Context: an optimization exercise on an open-source flow, tuned for small area, a short achievable clock period and few clock cycles. The choices shown serve that exercise and are no tape-out recipe.
At most, simulation tests tie the RTL to the original design; equivalence was not proved.

// cordic_core
module cordic_core(input clk, input rst, input start, input [3:0] func, input [15:0] op1, input [15:0] op2,
    output busy, output done, output [31:0] result);
==> flow/config.mk <==
export PLATFORM = sky130hd
export DESIGN_NAME = cordic_core
export DESIGN_NICKNAME = cordic_core
export VERILOG_FILES = /design/flow/design.v
export SDC_FILE = /design/flow/constraint.sdc
export NUM_CORES = 4
export LEC_CHECK = 0
export ABC_AREA = 1
export CAP_MARGIN = 20
export CORE_MARGIN = 2
export CORE_UTILIZATION = 40
export SLEW_MARGIN = 20
==> flow/constraint.sdc <==
create_clock -name core_clock -period 12.0 [get_ports {clk}]
set_input_delay 2.4000 -clock core_clock [delete_from_list [all_inputs] [get_ports {clk}]]
set_output_delay 2.4000 -clock core_clock [all_outputs]
set_load 0.01 [all_outputs]
standard.sh (not shown) runs the stock make flow with config.mk's settings and CLKGATE_MAP_FILE= SYNTH_SCRIPT=/design/flow/synth_recipe.tcl, a recipe that flattens the netlist after the stock synthesis.
==> flow/flow/run.sh <==
#!/bin/bash
# Standard synthesis, then the standard layout with repair_timing aiming for a larger setup margin.
set -euo pipefail
bash standard.sh synth > flow_synth.log 2>&1
bash standard.sh SETUP_SLACK_MARGIN=8.5 TNS_END_PERCENT=0 finish > flow_layout.log 2>&1
Rerun with:
==> flow/flow/run.sh (replaced) <==
#!/bin/bash
# Standard synthesis, then the standard layout with repair_timing aiming for a larger setup margin.
set -euo pipefail
bash standard.sh synth > flow_synth.log 2>&1
bash standard.sh SETUP_SLACK_MARGIN=8.5 TNS_END_PERCENT=0 SETUP_MOVE_SEQUENCE=unbuffer,sizeup,swap SKIP_GATE_CLONING=1 finish > flow_layout.log 2>&1
Outcome:
- The new run finished with timing, DRC and antenna clean
- setup slack is worse by 0.26 ns
- design area drops by about 7%
- fmax drops by 6.2%
- routed wire length drops by 4.8%
No run of this note included a check of the RTL's function; only the layout flow was run.


cordic_core, a different RTL version from the one above (not shown whole).
Size in the first run: ~1600 cells after synthesis, roughly 87 flip-flops, roughly 73 I/O pins, ~0.011 mm2 of cells after synthesis.
export LEC_CHECK = 0
export ABC_AREA = 1
export CAP_MARGIN = 20
export CORE_MARGIN = 2
export CORE_UTILIZATION = 40
export SLEW_MARGIN = 20
create_clock -name core_clock -period 12.0 [get_ports {clk}]
==> flow/flow/run.sh <==
#!/bin/bash
# Standard synthesis, then the standard layout with repair_timing aiming for a larger setup margin.
set -euo pipefail
bash standard.sh synth > flow_synth.log 2>&1
bash standard.sh SETUP_SLACK_MARGIN=8.5 TNS_END_PERCENT=0 finish > flow_layout.log 2>&1
Testbench counts at the start, summed over its fixed seeds: cycles 76,922.
Change:
==> flow/flow/run.sh (replaced) <==
#!/bin/bash
# Standard synthesis, then the standard layout with repair_timing aiming for a larger setup margin.
set -euo pipefail
bash standard.sh synth > flow_synth.log 2>&1
bash standard.sh SETUP_SLACK_MARGIN=8.5 TNS_END_PERCENT=0 RECOVER_POWER=100 finish > flow_layout.log 2>&1
Now the flow reached the layout checks and failed them: capacitance limit, slew limit.
Design area went down by 1.5%.
First-iteration DRC count climbs by 0.91%.
Worst setup slack gets worse by 1.7 ns.
Via count is lower by 0.50%.
Routed wire length is about the same.
Change:
==> flow/flow/run.sh (replaced) <==
#!/bin/bash
# Standard synthesis and floorplan, then the standard layout with buf_4 port buffers and
# repair_timing (after CTS and global routing) aiming for a larger setup margin.
set -euo pipefail
bash standard.sh synth > flow_synth.log 2>&1
bash standard.sh floorplan > flow_floorplan.log 2>&1
bash standard.sh SETUP_SLACK_MARGIN=8.5 TNS_END_PERCENT=0 "BUFFER_PORTS_ARGS=-buffer_cell sky130_fd_sc_hd__buf_4" finish > flow_layout.log 2>&1
Now the flow passed the timing, design-rule and antenna checks.
Cell count is about the same.
Clock skew barely changes.
Change:
==> flow/flow/run.sh (replaced) <==
#!/bin/bash
# Standard synthesis, then the standard layout with buf_4 port buffers and repair_timing
# aiming for a larger setup margin.
set -euo pipefail
bash standard.sh synth > flow_synth.log 2>&1
bash standard.sh SETUP_SLACK_MARGIN=8.5 TNS_END_PERCENT=0 "BUFFER_PORTS_ARGS=-buffer_cell sky130_fd_sc_hd__buf_4" finish > flow_layout.log 2>&1
=> The new run completed without violations. Worst setup slack gets worse by 0.23 ns. Count of clock-buffer cells in the layout stays the same. Global-route usage drops by 1.7 points. Final cell count shrinks by 1.1%. Wire length drops by 4.9%.


Another version of the RTL of cordic_core (not shown whole).
Size: roughly 95 flip-flops, roughly 73 I/O pins.
Design cordic_core, start of the top module:
module cordic_core(input clk, input rst, input start, input [3:0] func, input [15:0] op1, input [15:0] op2,
    output busy, output done, output [31:0] result);
Settings: LEC_CHECK=0, ABC_AREA=1, CAP_MARGIN=20, CORE_MARGIN=2, CORE_UTILIZATION=50, PLACE_DENSITY=0.7, SLEW_MARGIN=20; clock period 12.0 ns.
==> flow/flow/run.sh <==
#!/bin/bash
# Standard synthesis, then the standard layout with buf_4 port buffers and repair_timing
# aiming for a larger setup margin.
set -euo pipefail
bash standard.sh synth > flow_synth.log 2>&1
bash standard.sh SETUP_SLACK_MARGIN=8.5 TNS_END_PERCENT=0 "BUFFER_PORTS_ARGS=-buffer_cell sky130_fd_sc_hd__buf_4" finish > flow_layout.log 2>&1
The starting point ran to the end with no violations.
Change:
==> flow/flow/run.sh (replaced) <==
#!/bin/bash
# Standard synthesis and floorplan, then the standard layout with buf_4 port buffers and
# repair_timing (after CTS and global routing) aiming for a larger setup margin.
set -euo pipefail
bash standard.sh synth > flow_synth.log 2>&1
bash standard.sh floorplan > flow_floorplan.log 2>&1
bash standard.sh SETUP_SLACK_MARGIN=8.0 TNS_END_PERCENT=0 "BUFFER_PORTS_ARGS=-buffer_cell sky130_fd_sc_hd__buf_4" finish > flow_layout.log 2>&1
Settings changed: CORE_UTILIZATION 50 to 40, PLACE_DENSITY 0.7 to not set.
Worst setup slack got worse by 99 ps.
Area after synthesis is unchanged.
Flip-flop and latch count does not change.
Register-to-register slack got worse by 99 ps.
Change:
==> flow/flow/run.sh (replaced) <==
#!/bin/bash
# Standard synthesis, then the standard layout with buf_4 port buffers and repair_timing
# aiming for a larger setup margin.
set -euo pipefail
bash standard.sh synth > flow_synth.log 2>&1
bash standard.sh SETUP_SLACK_MARGIN=8.5 TNS_END_PERCENT=0 "BUFFER_PORTS_ARGS=-buffer_cell sky130_fd_sc_hd__buf_4" finish > flow_layout.log 2>&1
Settings changed: CORE_UTILIZATION 40 to 55.
Outcome: The changed run passed the timing, design-rule and antenna checks; hold slack loses 27 ps; first-iteration DRC count went down by 7.6%; area after synthesis is unchanged; non-clock buffer count rose by 50; register-to-register slack is about the same; critical path depth increases by 5; sequential cell count stays the same; wire length grows by 0.83%.
Change:
Settings changed: CORE_UTILIZATION 55 to 40.
What happened: Flip-flop and latch count is unchanged. Die area came out higher by well over a third. Fmax climbs by a few percent. Synthesized area stays the same. Final area came out higher slightly. Sequential share of layout area is lower by 0.13 points. Via count went down slightly.
Change:
==> flow/flow/run.sh (replaced) <==
#!/bin/bash
# Standard synthesis, then the standard layout with buf_4 port buffers and repair_timing
# aiming for a larger setup margin.
set -euo pipefail
bash standard.sh synth > flow_synth.log 2>&1
bash standard.sh SETUP_SLACK_MARGIN=8.8 TNS_END_PERCENT=0 "BUFFER_PORTS_ARGS=-buffer_cell sky130_fd_sc_hd__buf_4" finish > flow_layout.log 2>&1
Fmax shrinks slightly.
Routed wire length shrinks slightly.
Final area decreases slightly.
Setup slack gets worse by 54 ps.
Change:
==> flow/flow/run.sh (replaced) <==
#!/bin/bash
# Standard synthesis and floorplan, then the standard layout with buf_4 port buffers and
# repair_timing (after CTS and global routing) aiming for a larger setup margin.
set -euo pipefail
bash standard.sh synth > flow_synth.log 2>&1
bash standard.sh floorplan > flow_floorplan.log 2>&1
bash standard.sh SETUP_SLACK_MARGIN=8.5 TNS_END_PERCENT=0 "BUFFER_PORTS_ARGS=-buffer_cell sky130_fd_sc_hd__buf_4" finish > flow_layout.log 2>&1
Effect: Die area stays the same. Core utilization goes up by 0.62 points. Final area increases by about 1.3%. Via count stays flat. Clock-buffer cell count does not change. Flip-flop and latch count does not change.
No functional check of the RTL was part of any run of this note.

==> separate check: timing with driven ports <==
The results above use ideal ports. As a check the final layouts listed here were re-extracted and re-timed, cells and wires unchanged. Step 1, drivers: a clkbuf_16 drives clk and a buf_2 each remaining input, both assumed. Step 2 adds t to the input delays and takes it off the output delays; t is the mean of the earliest and latest rising clock arrival at the registers after step 1. Input paths then give back, and output paths get back, about the clock's delay inside the block. a / b / c = ideal ports / drivers / drivers and shift; a / b = the first two.
run	shift t [ns]	setup slack, ns	worst slew at a driven data input, ns
the first run of note 1	0.407	8.107 / 8.107 / 8.107	0.04
the second run of note 1	0.407	7.850 / 7.850 / 7.850	0.04
the first run of note 2	0.404	8.226 / 8.214 / 7.849	0.05
the second run of note 2	0.407	6.560 / 6.560 / 6.560	0.05
the third run of note 2	0.407	8.195 / 8.195 / 7.956	0.05
the fourth run of note 2	0.408	7.966 / 7.966 / 7.878	0.04
the first run of note 3	0.408	8.218 / 8.218 / 7.971	0.04
the second run of note 3	0.420	8.119 / 8.119 / 7.787	0.05
the third run of note 3	0.408	8.127 / 8.127 / 7.954	0.04
the fourth run of note 3	0.421	8.255 / 8.255 / 7.990	0.05
the fifth run of note 3	0.425	8.201 / 8.201 / 7.986	0.05
the sixth run of note 3	0.421	8.255 / 8.255 / 7.990	0.05
The setup slack of the first run of note 2, which loses most, moves by -0.012 ns with the drivers and by -0.377 ns with both steps.
